What follows belongs to an exercise in optimizing a design on an open flow for small area; a production flow would make more cautious choices. Only simulation tests tie the RTL to the original design; equivalence was not proved. The flow treats the clock pin as an ideal source, which a real chip does not have. Power and IR drop assume default switching activity.

## flow/design.v

```verilog
module seg_decoder (
    input  [3:0] digit,
    output [6:0] seg
    );
    wire [3:0] d = digit;
    assign seg[0] = (d[2]&~d[1]&~d[0]) | (d[3]&d[1]&d[0]) | (~d[3]&~d[2]&~d[1]&d[0]);
    assign seg[1] = ~((~d[2]) | (~d[3]&~d[1]&~d[0]) | (~d[3]&d[1]&d[0]));
    assign seg[2] = (d[3]&d[2]) | (~d[3]&~d[2]&d[1]&~d[0]);
    assign seg[3] = (d[2]&d[1]&d[0]) | (d[3]&d[1]) | (~d[3]&~d[2]&~d[1]&d[0]) | (~d[3]&d[2]&~d[1]&~d[0]);
    assign seg[4] = d[0] | (~d[3]&d[2]&~d[1]);
    assign seg[5] = (d[1]&d[0]) | (~d[3]&~d[2]&d[0]) | (~d[3]&~d[2]&d[1]);
    assign seg[6] = (~d[3]&~d[2]&~d[1]) | (d[3]&d[2]&~d[1]) | (~d[3]&d[2]&d[1]&d[0]);
endmodule
module seven_seg_display (
    input  [2:0]  sel,
    input         blank,
    input  [15:0] cur,
    input  [15:0] best,
    output [7:0]  an,
    output [6:0]  seg,
    output        dp
    );
    wire [7:0] on = 8'd1 << sel;                     
    wire [31:0] v = {best, cur & {16{~blank}}};
    reg  [3:0] digit;
    integer j;
    always @(*) begin
        digit = 4'd0;
        for (j = 0; j < 8; j = j + 1)
            digit = digit | (v[4*j +: 4] & {4{on[j]}});
    end
    seg_decoder dec (.digit(digit), .seg(seg));
    assign an = ~on;
    assign dp = ~(on[3] | on[7]) | (digit[3] & digit[2]);
endmodule
module clock_divider (
    input            clk,
    input            rst,
    output reg [9:0] scan,
    output           tick,
    output           tick_early
    );
    reg  [4:0] c25;
    wire [10:0] cy;                        
    assign cy[0] = 1'b1;
    genvar i;
    generate for (i = 0; i < 10; i = i + 1) begin : g_scan
        assign cy[i+1] = cy[i] & scan[i];
    end endgenerate
    wire wrap = c25[4] & c25[3];           
    wire [4:0] c25_inc = {c25[4] ^ (&c25[3:0]), c25[3] ^ (&c25[2:0]),
                          c25[2] ^ (&c25[1:0]), c25[1] ^ c25[0], ~c25[0]};
    always @(posedge clk) begin
        scan <= rst ? 10'd0 : (scan ^ cy[9:0]);
        c25  <= rst ? 5'd31 : (wrap ? 5'd0 : c25_inc);
    end
    assign tick = wrap & ~c25[0] & ~scan[1] & ~scan[0];
    assign tick_early = c25[4] & ~c25[3] & c25[2] & c25[1] & c25[0] & scan[1] & scan[0];
endmodule
module debouncer (
    input      clk,
    input      rst,    
    input      I,      
    output reg O       
    );
    localparam [9:0] CLR   = 10'd97;
    localparam [9:0] HMASK = 10'b1011111101;
    localparam [9:0] HIT   = 10'b0001010101;
    reg  [9:0] q;
    wire diff = I ^ O;
    wire hit  = ((q & HMASK) == HIT);
    wire clr  = rst | ~diff | hit;            
    always @(posedge clk) begin
        q <= clr ? CLR : {~q[8:0], q[2] ^ q[9]};
        O <= ~rst & (O ^ (diff & hit));
    end
endmodule
module lfsr_random (
    input         clk,
    input         load,    
    output [11:0] lfsr,
    output [11:0] lfsr_next    
    );
    localparam [11:0] SEED = 12'hACE;
    localparam [11:0] POL  = 12'hAAA;
    reg  [11:0] s;
    assign lfsr = s ^ POL;
    wire fb = lfsr[11] ^ lfsr[3] ^ lfsr[2] ^ lfsr[0];
    assign lfsr_next = {lfsr[10:0], fb};
    always @(posedge clk)
        s <= load ? (SEED ^ POL) : ({lfsr[10:0], fb} ^ POL);
endmodule
module reaction_timer (
    input             clk,
    input             clear,
    input             fail,
    input             load,        
    input      [15:0] load_val,
    input             inc,
    input             bcd,
    output reg [15:0] t
    );
    function [4:0] dig;            
        input [3:0] d;
        input c, dec;
        reg w, c1, c2, c3;
        begin
            c1 = c & d[0];
            c2 = c1 & d[1];
            c3 = c2 & d[2];
            w  = c & dec & d[3] & d[0];             
            dig = {c & d[3] & d[0] & (dec | (d[1] & d[2])),
                   (d[3] ^ c3) & ~w, d[2] ^ c2, (d[1] ^ c1) & ~w, d[0] ^ c};
        end
    endfunction
    wire [4:0] n0 = dig(t[3:0],   inc,   bcd);
    wire [4:0] n1 = dig(t[7:4],   n0[4], bcd);
    wire [4:0] n2 = dig(t[11:8],  n1[4], bcd);
    wire [4:0] n3 = dig(t[15:12], n2[4], 1'b0);
    wire [15:0] nx = {n3[3:0], n2[3:0], n1[3:0], n0[3:0]};
    localparam [15:0] FAILV = 16'hEA1C;
    always @(posedge clk)
        t <= (clear ? 16'h0000 : fail ? FAILV : nx) | (load_val & {16{load}});
endmodule
module max_record_tracker (
    input         clk,
    input         clear,
    input         update,
    input  [15:0] cur,
    output [15:0] best
    );
    reg  [15:0] bn;
    assign best = ~bn;
    wire [16:0] y;
    assign y[0] = 1'b1;
    genvar i;
    generate for (i = 0; i < 16; i = i + 1) begin : g_cmp
        assign y[i+1] = (cur[i] & bn[i]) | (cur[i] & y[i]) | (bn[i] & y[i]);
    end endgenerate
    wire take = update & ~y[16];
    always @(posedge clk)
        bn <= clear ? 16'h0000 : (take ? ~cur : bn);
endmodule
module reaction_game_top(
    input        CLK100MHZ,
    input        RST,
    input        BTNC,
    input        BTNL,
    input        BTNR,
    output [6:0] SEG,
    output [7:0] AN,
    output       DP,
    output       LED15
    );
    wire btnc, btnl, btnr;
    debouncer db_start(.clk(CLK100MHZ), .rst(RST), .I(BTNC), .O(btnc));
    debouncer db_react(.clk(CLK100MHZ), .rst(RST), .I(BTNL), .O(btnl));
    debouncer db_reset(.clk(CLK100MHZ), .rst(RST), .I(BTNR), .O(btnr));
    wire [9:0] scan;
    wire tick, tick_early;
    clock_divider tbase(.clk(CLK100MHZ), .rst(RST), .scan(scan), .tick(tick),
        .tick_early(tick_early));
    wire [11:0] lfsr, lfsr_next;
    lfsr_random rnd(.clk(CLK100MHZ), .load(RST | btnr), .lfsr(lfsr),
        .lfsr_next(lfsr_next));
    localparam [1:0] S_SHOW  = 2'b00,
                     S_SHOW1 = 2'b01,
                     S_DELAY = 2'b10,
                     S_REACT = 2'b11;
    reg [1:0] state;
    wire st_show  = ~state[1];                        
    wire st_show1 = (state == S_SHOW1);
    wire st_delay = (state == S_DELAY);
    wire st_react = (state == S_REACT);
    wire [15:0] t;
    wire [15:0] best;
    wire big = (lfsr_next >= 12'd3001);
    wire end_big    = ~t[12] & t[10] & t[9] & t[5] & t[4] & t[3] & t[1] & t[0];
    wire end_nonbig = t[13] & t[8] & t[7] & t[6] & t[5] & t[4] & t[2];
    wire delay_end  = tick & (end_big | end_nonbig);
    wire timeout = t[15] & t[13];                     
    wire go    = ~RST & ~btnr;
    wire start = st_show & btnc;
    reg [1:0] nstate;
    always @(*) begin
        case (state)
            S_SHOW, S_SHOW1: nstate = btnc ? S_DELAY : S_SHOW;
            S_DELAY: nstate = btnl ? S_SHOW : (delay_end ? S_REACT : S_DELAY);
            default: nstate = btnl ? S_SHOW1 : (timeout ? S_SHOW : S_REACT);
        endcase
    end
    always @(posedge CLK100MHZ)
        state <= go ? nstate : S_SHOW;
    wire t_clear = ~go | start | (st_delay & delay_end & ~btnl);
    wire t_fail  = st_delay & btnl | st_react & ~btnl & timeout;
    wire t_inc   = st_delay & tick_early | st_react & tick;
    reaction_timer tm(.clk(CLK100MHZ), .clear(t_clear), .fail(t_fail),
        .load(go & start), .load_val({3'b000, ~big, ~lfsr_next}),
        .inc(t_inc), .bcd(state[0]), .t(t));
    max_record_tracker mr(.clk(CLK100MHZ), .clear(~go), .update(st_show1),
        .cur(t), .best(best));
    seven_seg_display disp(.sel(scan[9:7]), .blank(st_delay),
        .cur(t), .best(best), .an(AN), .seg(SEG), .dp(DP));
    assign LED15 = st_react;
endmodule
```

## flow/flow/run.sh

```bash
#!/bin/bash
# Own layout flow: the standard synthesis, then an area-oriented re-mapping
# of the combinational logic (registers kept as the standard synthesis made
# them, same instances and names), then the standard layout steps.
set -euo pipefail
W=$PWD
F=$W/flow
R=$W/orfs/results/$FLOW_PLATFORM/reaction_game_top/base
LIB=$FLOW_HOME/platforms/$FLOW_PLATFORM/lib/sky130_fd_sc_hd__tt_025C_1v80.lib

# 1. standard synthesis
bash standard.sh synth > $W/log_1_synth.txt 2>&1

# 2. re-map the combinational logic for area
cp $R/1_2_yosys.v $W/std_1_2_yosys.v
sed -e "s#@LIB@#$LIB#g" -e "s#@IN@#$W/std_1_2_yosys.v#g" -e "s#@OUT@#$W/remap_1_2_yosys.v#g" \
    -e "s#@ABC@#$F/area.abc#g" $F/remap.ys > $W/remap.ys
yosys -s $W/remap.ys > $W/log_2_remap.txt 2>&1
cp $W/remap_1_2_yosys.v $R/1_2_yosys.v
rm -f $R/1_synth.odb $R/1_synth.sdc

# 3. standard layout from the re-mapped netlist
export BUFFER_PORTS_ARGS="-buffer_cell sky130_fd_sc_hd__buf_1"
# clock tree: the leaf buffers are placed by flow/pre_cts.tcl; CTS then only
# sees the clock net (one sink) and leaves it as it is
export PRE_CTS_TCL=$F/pre_cts.tcl
export CLK_GROUPS=5
export CTS_ARGS="-clk_nets CLK100MHZ -repair_clock_nets -dont_use_dummy_load -buf_list sky130_fd_sc_hd__clkbuf_8"
bash standard.sh finish > $W/log_3_layout.txt 2>&1
```

## flow/flow/area.abc

```
&get -n
&st
&deepsyn -T 30
&put
dch
map -a
mfs
&get -n
&st
&dch
&nf -R 1000
&put
```

## flow/flow/pre_cts.tcl

```tcl
# Manual leaf level of the clock tree: split the registers into NG groups by
# location and drive each group from its own clock buffer, fed by the clock
# net; clock_tree_synthesis then builds the tree above these buffers.
set ng [expr {[info exists ::env(CLK_GROUPS)] ? $::env(CLK_GROUPS) : 5}]
set bufm [expr {[info exists ::env(CLK_LEAF_BUF)] ? $::env(CLK_LEAF_BUF) : "sky130_fd_sc_hd__clkbuf_8"}]
set block [ord::get_db_block]
set clknet [$block findNet CLK100MHZ]
set sinks {}
foreach it [$clknet getITerms] {
  set inst [$it getInst]
  lappend sinks [list $it [lindex [$inst getLocation] 0] [lindex [$inst getLocation] 1]]
}
set n [llength $sinks]
puts "manual clock leaves: $n sinks into $ng groups"
# groups: columns by x, then rows by y within each column
set ncol [expr {$ng >= 4 ? 2 : 1}]
set byx [lsort -integer -index 1 $sinks]
set groups {}
set done 0; set gdone 0
for {set c 0} {$c < $ncol} {incr c} {
  set gc [expr {(($c + 1) * $ng) / $ncol - ($c * $ng) / $ncol}]
  set cnt [expr {(($gdone + $gc) * $n) / $ng - $done}]
  set col [lsort -integer -index 2 [lrange $byx $done [expr {$done + $cnt - 1}]]]
  for {set r 0} {$r < $gc} {incr r} {
    set lo [expr {($r * $cnt) / $gc}]
    set hi [expr {(($r + 1) * $cnt) / $gc - 1}]
    lappend groups [lrange $col $lo $hi]
  }
  incr done $cnt; incr gdone $gc
}
set master [[ord::get_db] findMaster $bufm]
# root buffer between the clock port and the leaf buffers
set rootm [[ord::get_db] findMaster [expr {[info exists ::env(CLK_ROOT_BUF)] ? $::env(CLK_ROOT_BUF) : "sky130_fd_sc_hd__clkbuf_4"}]]
set root [odb::dbInst_create $block $rootm "clkroot"]
set rootnet [odb::dbNet_create $block "clkroot_net"]
$rootnet setSigType CLOCK
[$root findITerm A] connect $clknet
[$root findITerm X] connect $rootnet
set rx 0; set ry 0
foreach s $sinks { set rx [expr {$rx + [lindex $s 1]}]; set ry [expr {$ry + [lindex $s 2]}] }
$root setLocation [expr {$rx / $n}] [expr {$ry / $n}]
$root setPlacementStatus PLACED
for {set g 0} {$g < $ng} {incr g} {
  set grp [lindex $groups $g]
  set sx 0; set sy 0
  foreach s $grp { set sx [expr {$sx + [lindex $s 1]}]; set sy [expr {$sy + [lindex $s 2]}] }
  set cx [expr {$sx / [llength $grp]}]; set cy [expr {$sy / [llength $grp]}]
  set inst [odb::dbInst_create $block $master "clkleaf_$g"]
  set net [odb::dbNet_create $block "clkleaf_net_$g"]
  $net setSigType CLOCK
  foreach s $grp {
    set it [lindex $s 0]
    $it disconnect
    $it connect $net
  }
  [$inst findITerm A] connect $rootnet
  [$inst findITerm X] connect $net
  $inst setLocation $cx $cy
  $inst setPlacementStatus PLACED
}
```

## flow/flow/remap.ys

```
# Re-map the combinational logic of the standard synthesis netlist for area.
# Register cells are kept as they are (same instances, names and types).
read_liberty -ignore_miss_func @LIB@
read_verilog -sv @IN@
hierarchy -top reaction_game_top
setattr -mod -set keep_hierarchy 1 sky130_fd_sc_hd__df* sky130_fd_sc_hd__edf* sky130_fd_sc_hd__sdf* sky130_fd_sc_hd__sedf* sky130_fd_sc_hd__dl*
flatten
opt_clean -purge
techmap
opt -fast
abc -liberty @LIB@ -dont_use sky130_fd_sc_hd__probe_p_8 -dont_use sky130_fd_sc_hd__probec_p_8 -dont_use sky130_fd_sc_hd__lpflow_bleeder_1 -dont_use sky130_fd_sc_hd__lpflow_clkbufkapwr_1 -dont_use sky130_fd_sc_hd__lpflow_clkbufkapwr_16 -dont_use sky130_fd_sc_hd__lpflow_clkbufkapwr_2 -dont_use sky130_fd_sc_hd__lpflow_clkbufkapwr_4 -dont_use sky130_fd_sc_hd__lpflow_clkbufkapwr_8 -dont_use sky130_fd_sc_hd__lpflow_clkinvkapwr_1 -dont_use sky130_fd_sc_hd__lpflow_clkinvkapwr_16 -dont_use sky130_fd_sc_hd__lpflow_clkinvkapwr_2 -dont_use sky130_fd_sc_hd__lpflow_clkinvkapwr_4 -dont_use sky130_fd_sc_hd__lpflow_clkinvkapwr_8 -dont_use sky130_fd_sc_hd__lpflow_decapkapwr_12 -dont_use sky130_fd_sc_hd__lpflow_decapkapwr_3 -dont_use sky130_fd_sc_hd__lpflow_decapkapwr_4 -dont_use sky130_fd_sc_hd__lpflow_decapkapwr_6 -dont_use sky130_fd_sc_hd__lpflow_decapkapwr_8 -dont_use sky130_fd_sc_hd__lpflow_inputiso0n_1 -dont_use sky130_fd_sc_hd__lpflow_inputiso0p_1 -dont_use sky130_fd_sc_hd__lpflow_inputiso1n_1 -dont_use sky130_fd_sc_hd__lpflow_inputiso1p_1 -dont_use sky130_fd_sc_hd__lpflow_inputisolatch_1 -dont_use sky130_fd_sc_hd__lpflow_isobufsrc_1 -dont_use sky130_fd_sc_hd__lpflow_isobufsrc_16 -dont_use sky130_fd_sc_hd__lpflow_isobufsrc_2 -dont_use sky130_fd_sc_hd__lpflow_isobufsrc_4 -dont_use sky130_fd_sc_hd__lpflow_isobufsrc_8 -dont_use sky130_fd_sc_hd__lpflow_isobufsrckapwr_16 -dont_use sky130_fd_sc_hd__lpflow_lsbuf_lh_hl_isowell_tap_1 -dont_use sky130_fd_sc_hd__lpflow_lsbuf_lh_hl_isowell_tap_2 -dont_use sky130_fd_sc_hd__lpflow_lsbuf_lh_hl_isowell_tap_4 -dont_use sky130_fd_sc_hd__lpflow_lsbuf_lh_isowell_4 -dont_use sky130_fd_sc_hd__lpflow_lsbuf_lh_isowell_tap_1 -dont_use sky130_fd_sc_hd__lpflow_lsbuf_lh_isowell_tap_2 -dont_use sky130_fd_sc_hd__lpflow_lsbuf_lh_isowell_tap_4 -script @ABC@
opt_clean -purge
splitnets
opt_clean -purge
hilomap -singleton -hicell sky130_fd_sc_hd__conb_1 HI -locell sky130_fd_sc_hd__conb_1 LO
insbuf -buf sky130_fd_sc_hd__buf_1 A X
check
tee -o @OUT@.stat stat -liberty @LIB@
select reaction_game_top
write_verilog -noattr -nohex -nodec -selected @OUT@
```

## flow/standard.sh

```bash
#!/bin/bash
# synth_recipe.tcl (not shown) runs the flow's synth.tcl, then flattens the netlist and writes it again
# the make line also repeats each setting of config.mk as NAME=value (left out here)
make -C /OpenROAD-flow-scripts/flow DESIGN_CONFIG=/design/flow/config.mk WORK_HOME=/design/flow/orfs CLKGATE_MAP_FILE= SYNTH_SCRIPT=/design/flow/synth_recipe.tcl "${@:-finish}"
```

## flow/config.mk

```make
export PLATFORM = sky130hd
export DESIGN_NAME = reaction_game_top
export DESIGN_NICKNAME = reaction_game_top
export VERILOG_FILES = /design/flow/design.v
export SDC_FILE = /design/flow/constraint.sdc
export NUM_CORES = 4
export LEC_CHECK = 0
export CAP_MARGIN = 20
export CORE_MARGIN = 2
export CORE_UTILIZATION = 60
export PLACE_DENSITY = 0.75
export SLEW_MARGIN = 20
```

## flow/constraint.sdc

```tcl
create_clock -name core_clock -period 100.0 [get_ports {CLK100MHZ}]
set_input_delay 20.0000 -clock core_clock [delete_from_list [all_inputs] [get_ports {CLK100MHZ}]]
set_output_delay 20.0000 -clock core_clock [all_outputs]
set_load 0.01 [all_outputs]
```

==> summary.md, run 1 <==
| Metric | Value |
|---|---|
| Worst setup path startpoint | `tbase.scan[7]` |
| Synth Instances | `439` |
| Bufs and invs on worst path | `1` |
| Final Skew | `between 0.01 and 0.015 ns` |
| Routed Antenna Nets | `0` |
| Max FO, Critical Path | `17` |
| Setup ws final | `between 70 and 80 ns` |
| Largest stage delay, worst path | `0.64 ns` |
| Filler cells | `around 540` |
| Gr usage total | `24.6%` |
| Antenna diode count | `0` |
| Vias in the first global route | `2985` |
| Crit path required time | `80.00 ns` |
| Hold Crit Start | `db_start.q[1]` |
| Crit-path most repeated cell | `a21oi_1` |
| Routed wire per std cell | `15.0 um` |
| Row count | `28` |
| Clock latency (worst-skew pair) | `0.41 ns` |
| Mapped cell area | `3710 sq um` |
| Leakage | `1.44 nW` |
| Syn avg cell area | `8.45 sq um` |
| Buffers on Ports | `21` |
| Slew Viols, Final | `0` |
| Die X | `82.6 um` |
| Clock-pin slew on the worst setup and hold paths | `between 0.1 and 0.15 ns` |
| Layout cell share with drive strength beyond 1 | `1.92%` |
| Initial antenna violation count | `0` |
| Post-DP HPWL | `5.85 mm` |
| Remaining DRCs | `0` |
| Tmin final | `23.27 ns` |
| Worst-Margin Slew | `0.713 ns` |
| Outcome | `timing/DRC/antenna clean` |
| Min-Delay Path Class | `flip-flop to flip-flop` |
| WHS | `0.387 ns` |
| I/O pin cnt | `22` |
| CP Capture Type | `primary output` |
| Post-CTS Setup Bufs | `0` |
| Largest net degree at the start of global routing | `27` |
| Via density per instance | `~6` |
| Synth warn | `7` |
| Via count | `3259` |
| Die height | `82.6 um` |
| # nets final | `476` |
| CP Launch Type | `flip-flop` |
| Critical R2R Launch | `state[1]` |
| DRT Wirelength | `between 8 and 9 mm` |
| Gr ovfl total | `0` |
| CP arrival | `3.27 ns` |
| Post-route non-filler standard cell count | `544` |
| Post-Place Cells | `538` |
| Power Density | `around 15 nW/um^2` |
| Die ar. | `6830 sq um` |
| DRT Pass-1 Iters | `5` |
| GP Congestion | `a little under 0.9` |
| Crit share post-route | `about a quarter` |
| Unrepaired setup endpoints after global routing | `false` |
| # setup viols final | `0` |
| Setup TNS | `0 ns` |
| Final count of hold timing violations | `0` |
| Hold buffers post-CTS | `0` |
| Pre-CTS WS | `77.24 ns` |
| Critical path's top delay family | `compound AO/OA/AOI/OAI gates` |
| First-pass GRT wire length | `around 13 mm` |
| Initial core utilization | `62.3%` |
| Max-Cap Viols | `0` |
| Post-cts sizing count | `0` |
| Peak supply drop | `0.0154 mV` |
| Core area | `5960 sq um` |
| Critical path class | `flip-flop to primary output` |
| Relative slew slack | `52.3%` |
| Slowest cell on crit path | `dfxtp_1` |
| F_max | `about 43 MHz` |
| Synth-to-Final Area Change | `7.32%` |
| Syn nets | `between 400 and 500` |
| First DRT Iteration DRCs | `229` |
| CP Cell Sequence | `nand2b_1 > nor2_1 > a22oi_1 > a21oi_1 > a31oi_1 > a21oi_1 > or2_0 > nand3b_1 > o21ai_0 > a21oi_1 > nor2b_1 > buf_1` |
==> per-layer routing <==
layer,GRT usage (%),wire length [um]
met5,0,0
met4,5.90,199
met2,41.9,3710
met3,1.41,440
met1,34.5,3840
==> worst paths after layout <==
path,slack [ns],cells past startpoint,endpoint
min reg2reg,0.39,1,db_start.q[2]
min,0.39,1,db_start.q[2]
max reg2reg,96.26,13,tm.t[15]
max,76.73,12,SEG[1]
==> state kept, by name, summed over array words and instances (netlist names) <==
register and count:
db_react.O 1, db_react.q 10, db_reset.O 1, db_reset.q 10, db_start.O 1, db_start.q 10, mr.bn 16, rnd.s 12
state 2, tbase.c25 5, tbase.scan 10, tm.t 16
==> cell type report <==
class | count | area (sq um) | area share (%)
multi-input cells | 336 | 1790 | 45.0
plain buffers | 6 | 76.3 | 1.92
repair buffers | 24 | 101 | 2.55
well taps | 75 | 93.8 | 2.36
flip-flops and latches | 94 | 1880 | 47.3
inverters | 9 | 33.8 | 0.849
==> power by group <==
| part | switching (mW) | internal [mW] |
|---|---|---|
| registers | 0.00119 | 0.0389 |
| logic | 0.00183 | 0.00143 |
| clock network | 0.0107 | 0.00502 |
==> through the flow <==
step / cell area, sq um / power (mW) / util (%)
2_1_floorplan: 3710 / 0.0431 / -
3_3_place_gp: 3900 / 0.0440 / 65.5
3_5_place_dp: 3900 / 0.0442 / 65.5
4_1_cts: 3980 / 0.0557 / 66.8
5_1_grt: 3980 / 0.0613 / 66.8
6_report: 3980 / 0.0591 / 66.8
==> placed cells by master, fill, tap and decap left out, types with 2 or more instances in the layout <==
| cell type | count |
|---|---|
| o21ai_0 | 42 |
| nand2b_1 | 4 |
| buf_4 | 3 |
| and3_1 | 8 |
| clkinv_1 | 9 |
| or3_1 | 3 |
| nand4_1 | 6 |
| a31oi_1 | 4 |
| nor2b_1 | 6 |
| a22oi_1 | 9 |
| nand4b_1 | 3 |
| a221oi_1 | 2 |
| a21boi_0 | 2 |
| a222oi_1 | 2 |
| nor3b_1 | 2 |
| dfxtp_1 | 94 |
| and2_0 | 3 |
| nand2_1 | 48 |
| o22a_1 | 2 |
| nor2_1 | 65 |
| a21oi_1 | 23 |
| or2_0 | 5 |
| nor3_1 | 19 |
| o22ai_1 | 8 |
| nand3b_1 | 4 |
| a21o_1 | 4 |
| clkbuf_8 | 5 |
| buf_1 | 21 |
| a211oi_1 | 2 |
| o221ai_1 | 4 |
| xnor2_1 | 10 |
| nand3_1 | 31 |
| xor2_1 | 3 |
| o21bai_1 | 3 |
==> worst register-to-register path: cells and delay by family (launching register included) <==
family / cells / cell delay (ns)
simple gates: 9 / 2.21
compound gates: 3 / 0.83
flops: 1 / 0.48
xor+xnor: 1 / 0.15
==> inputs of run 2 (changes only) <==
==> flow/flow/run.sh (replaced) <==
#!/bin/bash
# Own layout flow:
#  1. the standard synthesis (registers exactly as it makes them);
#  2. an area-oriented re-mapping of the combinational logic only (register
#     cells keep their instances, names and types): ABC deepsyn with a few
#     fixed random seeds, run side by side, keeping the smallest netlist;
#  3. the standard layout steps on that netlist, with the smallest buffer
#     on the ports and a two-level clock tree built by flow/pre_cts.tcl.
set -euo pipefail
W=$PWD
F=$W/flow
R=$W/orfs/results/$FLOW_PLATFORM/reaction_game_top/base
LIB=$FLOW_HOME/platforms/$FLOW_PLATFORM/lib/sky130_fd_sc_hd__tt_025C_1v80.lib

# 1. standard synthesis
bash standard.sh synth > $W/log_1_synth.txt 2>&1

# 2. re-map the combinational logic for area
cp $R/1_2_yosys.v $W/std_1_2_yosys.v
best=""
for S in 1 2 3 4 5 6; do
    sed -e "s#@SEED@#$S#g" $F/area.abc > $W/area_$S.abc
    sed -e "s#@LIB@#$LIB#g" -e "s#@IN@#$W/std_1_2_yosys.v#g" -e "s#@OUT@#$W/remap_$S.v#g" \
        -e "s#@ABC@#$W/area_$S.abc#g" $F/remap.ys > $W/remap_$S.ys
    yosys -s $W/remap_$S.ys > $W/log_2_remap_$S.txt 2>&1 &
done
wait
best_area=""
for S in 1 2 3 4 5 6; do
    a=$(awk '/Chip area for module/ {print $NF}' $W/remap_$S.v.stat 2>/dev/null || true)
    [[ -n "$a" ]] || continue
    if [[ -z "$best_area" ]] || awk -v a="$a" -v b="$best_area" 'BEGIN {exit !(a < b)}'; then
        best_area=$a; best=$S
    fi
done
echo "re-mapped netlists: best seed $best, area $best_area" > $W/log_2_remap.txt
cp $W/remap_$best.v $R/1_2_yosys.v
rm -f $R/1_synth.odb $R/1_synth.sdc

# 3. standard layout from the re-mapped netlist
export BUFFER_PORTS_ARGS="-buffer_cell sky130_fd_sc_hd__buf_1"
# clock tree: flow/pre_cts.tcl places a root buffer and CLK_GROUPS leaf
# buffers; CTS then only sees the clock net (one sink) and leaves it as it is
export PRE_CTS_TCL=$F/pre_cts.tcl
export CLK_GROUPS=6
export CTS_ARGS="-clk_nets CLK100MHZ -repair_clock_nets -dont_use_dummy_load -buf_list sky130_fd_sc_hd__clkbuf_8"
bash standard.sh finish > $W/log_3_layout.txt 2>&1
==> flow/flow/area.abc (replaced) <==
&get -n
&st
&deepsyn -S @SEED@ -J 150 -T 300
&put
dch
map -a
mfs
&get -n
&st
&dch
&nf -R 1000
&put
--- a/flow/flow/pre_cts.tcl
+++ b/flow/flow/pre_cts.tcl
@@ -1,4 +1,7 @@
-# Manual leaf level of the clock tree: split the registers into NG groups by
-# location and drive each group from its own clock buffer, fed by the clock
-# net; clock_tree_synthesis then builds the tree above these buffers.
+# Clock tree, run before CTS (PRE_CTS_TCL): split the registers into
+# CLK_GROUPS groups by location (columns by x, then rows by y), drive each
+# group from its own leaf clock buffer placed at the group's centre, and feed
+# all leaf buffers from one root buffer on the clock net. Every register
+# sees the same two buffer levels. CTS, given only the clock net, then finds
+# a single sink on it and leaves the tree as it is.
 set ng [expr {[info exists ::env(CLK_GROUPS)] ? $::env(CLK_GROUPS) : 5}]
--- a/flow/config.mk
+++ b/flow/config.mk
@@ -9,4 +9,3 @@
 export CORE_MARGIN = 2
-export CORE_UTILIZATION = 60
-export PLACE_DENSITY = 0.75
+export CORE_UTILIZATION = 40
 export SLEW_MARGIN = 20
==> summary.md, run 2 <==
| Metric | Value |
|---|---|
| Outcome | `timing/DRC/antenna clean` |
| CP arrival | `2.91 ns (-0.36 ns)` |
| Gr ovfl total | `0 (unchanged)` |
| GP Congestion | `0.832 (-6.7%)` |
| DRT Wirelength | `8.08 mm (-1.3%)` |
| Die ar. | `9920 sq um (+45%)` |
| Max FO, Critical Path | `13 (-4)` |
| Vias in the first global route | `2919 (-2.2%)` |
| Registers with the most flip-flops | `mr.bn: 16 flops, tm.t: 16 flops, rnd.s: 12 flops` |
| F_max | `43.7 MHz (+1.6%)` |
| Die height | `99.6 um (+21%)` |
| Final Skew | `0.0135 ns (+0.000483 ns)` |
| Layout cell share with drive strength beyond 1 | `1.76% (-0.16 points)` |
| Final count of hold timing violations | `0 (unchanged)` |
| First DRT Iteration DRCs | `112 (-51%)` |
| CP Launch Type | `flip-flop` |
| Buffers on Ports | `21 (unchanged)` |
| Critical R2R Launch | `state[1]` |
| Clock latency (worst-skew pair) | `0.44 ns (+0.03 ns)` |
| Remaining DRCs | `0 (unchanged)` |
| Via count | `3069 (-5.8%)` |
| Min-Delay Path Class | `flip-flop to flip-flop` |
| Row count | `34 (+21%)` |
| Initial antenna violation count | `1 (+1)` |
| Via density per instance | `5.45 (-9.0%)` |
| Syn nets | `430 (-3.2%)` |
| Post-DP HPWL | `5.91 mm (+1.0%)` |
| Hold Crit Start | `db_react.q[4]` |
| Crit path required time | `80.00 ns (about the same)` |
| Core area | `8810 sq um (+48%)` |
| Synth Instances | `425 (-3.2%)` |
| Hold depth | `1 (unchanged)` |
| Synth-to-Final Area Change | `8.59%` |
| R2R setup slack | `96.16 ns (-0.10 ns)` |
| Worst R2R Path Depth | `14 (+1)` |
| Hold buffers post-CTS | `0 (unchanged)` |
| Initial core utilization | `41.5% (-21 points)` |
| Clock-pin slew on the worst setup and hold paths | `0.10 ns (-0.02 ns)` |
| Routed wire per std cell | `14.4 um (-4.6%)` |
| Relative slew slack | `47.4% (-5.0 points)` |
| Slew Viols, Final | `0 (unchanged)` |
| Critical path's top delay family | `simple AND/OR/NAND/NOR gates` |
| Critical path class | `flip-flop to primary output` |
| First-pass GRT wire length | `14.0 mm (+4.0%)` |
| Crit-path most repeated cell | `or3_1` |
| Die X | `99.6 um (+21%)` |
| Setup ws final | `77.09 ns (+0.362 ns)` |
| Tmin final | `22.91 ns (-0.362 ns)` |
| Post-CTS Setup Bufs | `0 (unchanged)` |
| Peak supply drop | `0.00606 mV (-61%)` |
| Mapped cell area | `3650 sq um (-1.5%)` |
| Setup TNS | `0 ns (unchanged)` |
| Unrepaired setup endpoints after global routing | `false` |
| Max-Cap Viols | `0 (unchanged)` |
| Syn avg cell area | `8.60 sq um (+1.8%)` |
| Post-cts sizing count | `0 (unchanged)` |
| I/O pin cnt | `22 (unchanged)` |
| Worst-Margin Slew | `0.790 ns (+0.0766 ns)` |
| R2R Path End | `tm.t[15]` |
| Power Density | `15.2 nW/um^2 (+2.1%)` |
| DRT Pass-1 Iters | `4 (-1)` |
| Synth warn | `7 (unchanged)` |
| Leakage | `1.44 nW (-0.31%)` |
| Largest stage delay, worst path | `0.59 ns (-0.05 ns)` |
| # nets final | `461 (-3.2%)` |
| Gr usage total | `16.6% (-8.1 points)` |
| Largest net degree at the start of global routing | `27 (unchanged)` |
| Highest-count cells in the layout ignoring fill and taps | `94 x dfxtp_1, 65 x nor2_1, 53 x nand2_1` |
| CP Cell Sequence | `nor3b_1 > a22oi_1 > a21oi_1 > or3_1 > and2_0 > nor2_1 > or3_1 > nand2_1 > buf_1` |
| Bufs and invs on worst path | `1 (unchanged)` |
| Pre-CTS WS | `77.60 ns (+0.357 ns)` |
| Worst hold endpoint | `db_react.q[5]` |
| Util after Layout | `45.1% (-22 points)` |
| CP Capture Type | `primary output` |
| Worst setup path startpoint | `tbase.scan[7]` |
| # setup viols final | `0 (unchanged)` |
| Routed Antenna Nets | `0 (unchanged)` |
| Commonest non-fill, non-tap cell in the layout | `dfxtp_1` |
| Crit share post-route | `22.9% (-0.36 points)` |
| Slowest cell on crit path | `nor3b_1` |
run 2: final cells by class:
cell class / instances / area [sq um]
flip-flops and latches: 94 / 1880
repair buffers: 22 / 86.3
multi-input cells: 320 / 1730
well taps: 108 / 135
diodes: 1 / 2.50
plain buffers: 7 / 90.1
fillers: 867 / 4840
inverters: 11 / 41.3
run 2: layer usage:
| metal | part of all wire, % | global-route usage [%] | wire, um | vias up |
|---|---|---|---|---|
| met2 | 44 | 26.9 | 3550 | 66 |
| li1 | - | - | - | 1581 |
| met3 | 3.6 | 1.05 | 290 | 10 |
| met1 | 50 | 24.1 | 4060 | 1412 |
| met5 | 0 | 0 | 0 | - |
| met4 | 2.3 | 4.00 | 182 | 0 |
run 2: through the flow:
stage	hold WS, ns	power [mW]	cell area, sq um	std cells
2_1_floorplan	0.358	0.0430	3650	425
3_3_place_gp	0.362	0.0439	3880	555
3_5_place_dp	0.367	0.0440	3880	555
4_1_cts	0.372	0.0565	3970	562
5_1_grt	0.397	0.0627	3970	563
6_report	0.381	0.0602	3970	563
run 2: worst max path at each step:
stage / endpoint / slack, ns / cells past startpoint
after floorplan: SEG[0] / 78.01 / 8
after detailed placement: SEG[3] / 77.60 / 9
after CTS: SEG[3] / 77.60 / 9
after global routing: SEG[3] / 76.81 / 9
final: SEG[3] / 77.09 / 9
after global placement: SEG[0] / 77.78 / 9
run 2: report_power, final:
group          total, mW  internal [mW]  leakage [nW]  switching (mW)
Sequential        0.0400         0.0389         0.769         0.00111
Combinational    0.00312        0.00137         0.620         0.00175
Clock             0.0171        0.00585        0.0477          0.0112
Total             0.0602         0.0461          1.44          0.0141
==> inputs of run 3 (changes only) <==
--- a/flow/config.mk
+++ b/flow/config.mk
@@ -10,2 +10,3 @@
 export CORE_UTILIZATION = 40
+export GPL_TIMING_DRIVEN = 0
 export SLEW_MARGIN = 20
==> summary.md, run 3 <==
| Metric | Value |
|---|---|
| Setup TNS | `0 ns (unchanged)` |
| Syn nets | `430 (unchanged)` |
| Max-Cap Viols | `0 (unchanged)` |
| Final count of hold timing violations | `0 (unchanged)` |
| Gr usage total | `16.0% (-0.58 points)` |
| Power Density | `15.2 nW/um^2 (about the same)` |
| Vias in the first global route | `2844 (-2.6%)` |
| Final Skew | `0.0129 ns (-0.000660 ns)` |
| Initial core utilization | `41.5% (unchanged)` |
| Commonest non-fill, non-tap cell in the layout | `dfxtp_1` |
| F_max | `43.6 MHz (about the same)` |
| # setup viols final | `0 (unchanged)` |
| Antenna diode count | `0 (-1)` |
| WHS | `0.387 ns (+0.00530 ns)` |
| Critical path class | `flip-flop to primary output` |
| Hold depth | `1 (unchanged)` |
| Largest net degree at the start of global routing | `27 (unchanged)` |
| Hold buffers post-CTS | `0 (unchanged)` |
| Bufs and invs on worst path | `1 (unchanged)` |
| Leakage | `1.43 nW (-0.13%)` |
| GP Congestion | `0.892 (+7.1%)` |
| Mapped cell area | `3650 sq um (unchanged)` |
| Filler cells | `892 (+2.9%)` |
| Min-Delay Path Class | `flip-flop to flip-flop` |
| Crit share post-route | `22.9% (about the same)` |
| Synth warn | `7 (unchanged)` |
| Synth Instances | `425 (unchanged)` |
| CP Capture Type | `primary output` |
| Worst-Margin Slew | `0.778 ns (-0.0114 ns)` |
| Die ar. | `9920 sq um (unchanged)` |
| Unrepaired setup endpoints after global routing | `false` |
| Peak supply drop | `0.00609 mV (+0.41%)` |
| Row count | `34 (unchanged)` |
| Core area | `8810 sq um (unchanged)` |
| Slowest cell on crit path | `nor3b_1` |
| # nets final | `460 (-0.22%)` |
| Die height | `99.6 um (unchanged)` |
| Gr ovfl total | `0 (unchanged)` |
| Critical path's top delay family | `simple AND/OR/NAND/NOR gates` |
| Highest-count cells in the layout ignoring fill and taps | `94 x dfxtp_1, 65 x nor2_1, 53 x nand2_1` |
| Worst R2R Path Depth | `14 (unchanged)` |
| CP Launch Type | `flip-flop` |
| Util after Layout | `45.0% (-0.099 points)` |
| I/O pin cnt | `22 (unchanged)` |
| Setup ws final | `77.09 ns (-0.00550 ns)` |
| First-pass GRT wire length | `13.6 mm (-2.7%)` |
| R2R Path End | `tm.t[15]` |
| Post-cts sizing count | `0 (unchanged)` |
| Max FO, Critical Path | `11 (-2)` |
| Met2 wire len | `3.59 mm (+1.3%)` |
| Tmin final | `22.91 ns (+0.00550 ns)` |
| Routed wire per std cell | `14.0 um (-2.1%)` |
| Crit path required time | `80.00 ns (about the same)` |
| Registers with the most flip-flops | `mr.bn: 16 flops, tm.t: 16 flops, rnd.s: 12 flops` |
| Routed Antenna Nets | `0 (unchanged)` |
| Via count | `3048 (-0.68%)` |
| Crit-path most repeated cell | `or3_1` |
| Pre-CTS WS | `77.50 ns (-0.0963 ns)` |
| Post-DP HPWL | `5.76 mm (-2.6%)` |
| Post-CTS Setup Bufs | `0 (unchanged)` |
| R2R setup slack | `96.19 ns (+0.03 ns)` |
| DRT Wirelength | `7.88 mm (-2.5%)` |
| Hold Crit Start | `db_react.q[4]` |
| Die X | `99.6 um (unchanged)` |
| Worst hold endpoint | `db_react.q[5]` |
| CP arrival | `2.91 ns (about the same)` |
| Slew Viols, Final | `0 (unchanged)` |
| Remaining DRCs | `0 (unchanged)` |
| Relative slew slack | `48.1% (+0.76 points)` |
| Top sig layer | `met4` |
| WL met3 | `305 um (+5.2%)` |
| CP Cell Sequence | `nor3b_1 > a22oi_1 > a21oi_1 > or3_1 > and2_0 > nor2_1 > or3_1 > nand2_1 > buf_1` |
| Layout cell share with drive strength beyond 1 | `1.77% (+0.0039 points)` |
| Buffers on Ports | `21 (unchanged)` |
| Largest stage delay, worst path | `0.56 ns (-0.03 ns)` |
| Syn avg cell area | `8.60 sq um (unchanged)` |
| Initial antenna violation count | `0 (-1)` |
| Clock latency (worst-skew pair) | `0.44 ns (about the same)` |
| Outcome | `timing/DRC/antenna clean` |
| Via density per instance | `5.43 (-0.33%)` |
| DRT Pass-1 Iters | `4 (unchanged)` |
| First DRT Iteration DRCs | `117 (+4.5%)` |
| Critical R2R Launch | `state[1]` |
| Synth-to-Final Area Change | `8.35%` |
| Clock-pin slew on the worst setup and hold paths | `0.10 ns (about the same)` |
| DRT met1 WL | `3.78 mm (-7.0%)` |
==> run 3: per-layer routing <==
layer / global-route usage [%] / up-vias
met1: 22.7 / 1389
met4: 4.32 / 0
met2: 26.2 / 59
li1: - / 1585
met3: 1.19 / 15
met5: 0 / -
==> run 3: through the flow <==
step | instance area [sq um] | cells | total power [mW]
3_5_place_dp | 3870 | 554 | 0.0441
4_1_cts | 3960 | 561 | 0.0565
2_1_floorplan | 3650 | 425 | 0.0430
6_report | 3960 | 561 | 0.0601
5_1_grt | 3960 | 561 | 0.0629
3_3_place_gp | 3870 | 554 | 0.0439
==> run 3: power breakdown <==
part	internal, mW	leakage (nW)	switching, mW
Combinational	0.00135	0.618	0.00178
Sequential	0.0389	0.769	0.00113
Clock	0.00585	0.0477	0.0111
Total	0.0461	1.43	0.0140
==> run 3: cell type report <==
class	instances	area, sq um	share of cell area, %
plain buffers	7	90.1	2.27
inverters	11	41.3	1.04
multi-input cells	320	1730	43.7
flip-flops and latches	94	1880	47.5
well taps	108	135	3.41
repair buffers	21	80.1	2.02
==> run 3: how the worst max path moves through the flow <==
| stage | end | slack [ns] | cells past startpoint | from |
|---|---|---|---|---|
| CTS | tm.t[1] | 77.49 | 6 | RST |
| detailed placement | tm.t[1] | 77.50 | 6 | RST |
| floorplan | SEG[0] | 78.01 | 8 | tbase.scan[8] |
| global placement | tm.t[1] | 77.51 | 6 | RST |
| finish | SEG[0] | 77.09 | 9 | tbase.scan[8] |
| global route | SEG[3] | 76.74 | 9 | tbase.scan[7] |
==> run 3: worst reg2reg max path, stage by stage, from the launching register on <==
cell,delay [ns]
dfxtp_1,0.44
nor2b_1,0.51
nand3_1,0.13
o21a_1,0.22
nor2b_1,0.14
and2_0,0.25
a31o_1,0.24
and3_1,0.25
a31o_1,0.23
nand2_1,0.14
nor3b_1,0.46
and3_1,0.31
a21oi_1,0.08
a311o_1,0.27
nand2_1,0.06
==> inputs of run 4 (changes only) <==
==> flow/flow/area.abc (replaced) <==
&get -n
&st
&deepsyn -S @SEED@ -J 150 -T 300
&put
dch
map -a
mfs
&get -n
&st
&dch -f
&nf -R 1000 -C 32 -F 10 -A 10
&put
==> summary.md, run 4 <==
| Metric | Value |
|---|---|
| Outcome | `timing/DRC/antenna clean` |
| DRT Wirelength | `7.85 mm (-0.38%)` |
| Bufs and invs on worst path | `1 (unchanged)` |
| WHS | `0.386 ns (-0.000320 ns)` |
| Synth Instances | `414 (-2.6%)` |
| Syn avg cell area | `8.74 sq um (+1.7%)` |
| Registers with the most flip-flops | `mr.bn: 16 flops, tm.t: 16 flops, rnd.s: 12 flops` |
| Slowest cell on crit path | `nor3b_1` |
| Die X | `99.1 um (-0.46%)` |
| Crit share post-route | `23.2% (+0.32 points)` |
| GR Util met3 | `1.12% (-0.070 points)` |
| Max FO, Critical Path | `13 (+2)` |
| First-pass GRT wire length | `13.0 mm (-4.7%)` |
| Layout cell share with drive strength beyond 1 | `1.81% (+0.044 points)` |
| Initial antenna violation count | `1 (+1)` |
| Post-CTS Setup Bufs | `0 (unchanged)` |
| First DRT Iteration DRCs | `144 (+23%)` |
| Vias in the first global route | `2753 (-3.2%)` |
| Gr usage total | `15.4% (-0.62 points)` |
| Routed wire per std cell | `14.2 um (+1.4%)` |
| Remaining DRCs | `0 (unchanged)` |
| Buffers on Ports | `21 (unchanged)` |
| CP Capture Type | `primary output` |
| Post-route non-filler standard cell count | `551 (-1.8%)` |
| GRT met1 Usage | `20.8% (-1.9 points)` |
| CP Cell Sequence | `nor3b_1 > a22o_1 > a221oi_1 > o21ai_0 > and2_0 > nor2_1 > or3_1 > nand3_1 > buf_1` |
| Post-cts sizing count | `0 (unchanged)` |
| Final Skew | `0.0111 ns (-0.00172 ns)` |
| Clock latency (worst-skew pair) | `0.42 ns (-0.02 ns)` |
| Post-Place Cells | `543 (-2.0%)` |
| Synth warn | `7 (unchanged)` |
| Post-DP HPWL | `5.62 mm (-2.5%)` |
| Slew Viols, Final | `0 (unchanged)` |
| Worst-Margin Slew | `0.900 ns (+0.122 ns)` |
| Most Crowded Layer GR | `met2` |
| Core area | `8760 sq um (-0.48%)` |
| CP arrival | `3.24 ns (+0.33 ns)` |
| Max-Cap Viols | `0 (unchanged)` |
| Largest net degree at the start of global routing | `24 (-11%)` |
| Die ar. | `9830 sq um (-0.92%)` |
| Die height | `99.1 um (-0.46%)` |
| Initial core utilization | `41.3% (-0.20 points)` |
| Min-Delay Path Class | `flip-flop to flip-flop` |
| Power Density | `15.2 nW/um^2 (about the same)` |
| Critical path's top delay family | `simple AND/OR/NAND/NOR gates` |
| Met2 Track Usage GR | `26.2% (unchanged)` |
| CP Launch Type | `flip-flop` |
| Crit path required time | `80.00 ns (about the same)` |
| Leakage | `1.43 nW (-0.24%)` |
| Commonest non-fill, non-tap cell in the layout | `dfxtp_1` |
| F_max | `43.0 MHz (-1.4%)` |
| Relative slew slack | `40.0% (-8.1 points)` |
| Syn nets | `419 (-2.6%)` |
| Setup TNS | `0 ns (unchanged)` |
| DRT Pass-1 Iters | `6 (+2)` |
| Mapped cell area | `3620 sq um (-0.96%)` |
| Unrepaired setup endpoints after global routing | `false` |
| # setup viols final | `0 (unchanged)` |
| Via density per instance | `5.56 (+2.3%)` |
| Hold buffers post-CTS | `0 (unchanged)` |
| Clock-pin slew on the worst setup and hold paths | `0.10 ns (about the same)` |
| Gr ovfl total | `0 (unchanged)` |
| Via count | `3062 (+0.46%)` |
| Highest-count cells in the layout ignoring fill and taps | `94 x dfxtp_1, 56 x nand2_1, 56 x nor2_1` |
| # nets final | `449 (-2.4%)` |
| Largest stage delay, worst path | `0.61 ns (+0.05 ns)` |
| Final count of hold timing violations | `0 (unchanged)` |
| Tmin final | `23.24 ns (+0.324 ns)` |
| GP Congestion | `0.887 (-0.53%)` |
| Synth-to-Final Area Change | `8.57%` |
| I/O pin cnt | `22 (unchanged)` |
| Row count | `34 (unchanged)` |
| Critical path class | `flip-flop to primary output` |
| Routed Antenna Nets | `0 (unchanged)` |
| Peak supply drop | `0.0115 mV (+90%)` |
[run 4: changes by cell type in the layout (fill, tap and decap cells not counted), sizes merged, moves of 3 or more]
cell,previous run,this run
a221oi,2,5
nor2,65,56
o21ai,28,31
a21oi,26,29
mux2i,0,3
or3,10,6
o21bai,4,7
nor3,17,11
a22oi,14,6
nand2,53,56
[run 4: through the flow]
step	instance area, sq um	util (%)	setup WS, ns	total power, mW
after floorplan	3620	-	77.80	0.0427
after global placement	3830	43.7	77.35	0.0436
after detailed placement	3830	43.7	77.25	0.0437
after CTS	3920	44.8	77.25	0.0562
after global routing	3930	44.8	76.57	0.0621
final	3930	44.8	76.76	0.0596
[run 4: routing by layer]
metal	share of wire [%]	vias to the layer above
li1	-	1559
met1	47	1416
met2	46	69
met3	4.3	18
met4	2.7	0
met5	0	-
[run 4: worst reg2reg max path, cell delays in order, from the launching register on]
cell and delay (ns):
dfxtp_1 0.43, nor2b_1 0.45, nand4_1 0.16, o21ai_0 0.41
and3_1 0.31, a31o_1 0.23, nor2b_1 0.33, a31o_1 0.23
and2_0 0.26, and3b_1 0.28, and3_1 0.26, a21oi_1 0.09
a311o_1 0.27, nand2_1 0.06
[run 4: area by class of cell]
class	count	area, sq um
antenna	1	2.50
buffer	7	90.1
inverter	10	37.5
multi-input combinational	310	1700
tap	108	135
fill	905	4830
sequential	94	1880
timing repair buffer	21	78.8
[run 4: path summary, 6_finish.rpt]
kind | startpoint | to | slack [ns] | depth (start not counted)
setup / recovery | tbase.scan[7] | SEG[3] | 76.76 | 9
hold reg to reg | db_start.q[8] | db_start.q[9] | 0.39 | 1
hold / removal | db_start.q[8] | db_start.q[9] | 0.39 | 1
setup reg to reg | state[1] | tm.t[15] | 96.16 | 13
[run 4: where the power goes]
group	internal (mW)	total (mW)	leakage, nW	switching (mW)
Combinational	0.00123	0.00288	0.615	0.00166
Sequential	0.0388	0.0399	0.769	0.00108
Clock	0.00586	0.0168	0.0477	0.0109

[what the ideal ports hide]
Ports are ideal in the flow. The routed layouts listed here were re-timed in OpenROAD.
Step 1 (the two cells are an assumption about what drives the block):
set clk [get_ports {CLK100MHZ}]
set_driving_cell -lib_cell sky130_fd_sc_hd__clkbuf_16 $clk
set_driving_cell -lib_cell sky130_fd_sc_hd__buf_2 [delete_from_list [all_inputs] $clk]
Step 2 also shifts input and output timing later by t, the mid clock arrival at the registers, as if the neighbouring blocks saw the same clock.
Slacks: no drivers / after step 1 / after step 2; pairs: no drivers / after step 1.
| run | t (ns) | slack for setup (ns) | worst hold slack (ns) | pins driven straight from the clock port |
|---|---|---|---|---|
| run 1 | 0.432 | 76.730 / 76.703 / 77.135 | 0.387 / 0.387 / 0.387 | 1 |
| run 2 | 0.465 | 77.091 / 77.060 / 77.525 | 0.381 / 0.381 / 0.381 | 1 |
| run 3 | 0.459 | 77.086 / 77.058 / 77.517 | 0.387 / 0.387 / 0.387 | 1 |
| run 4 | 0.446 | 76.762 / 76.732 / 77.178 | 0.386 / 0.386 / 0.386 | 1 |
After both steps setup and hold are still met in every run listed.
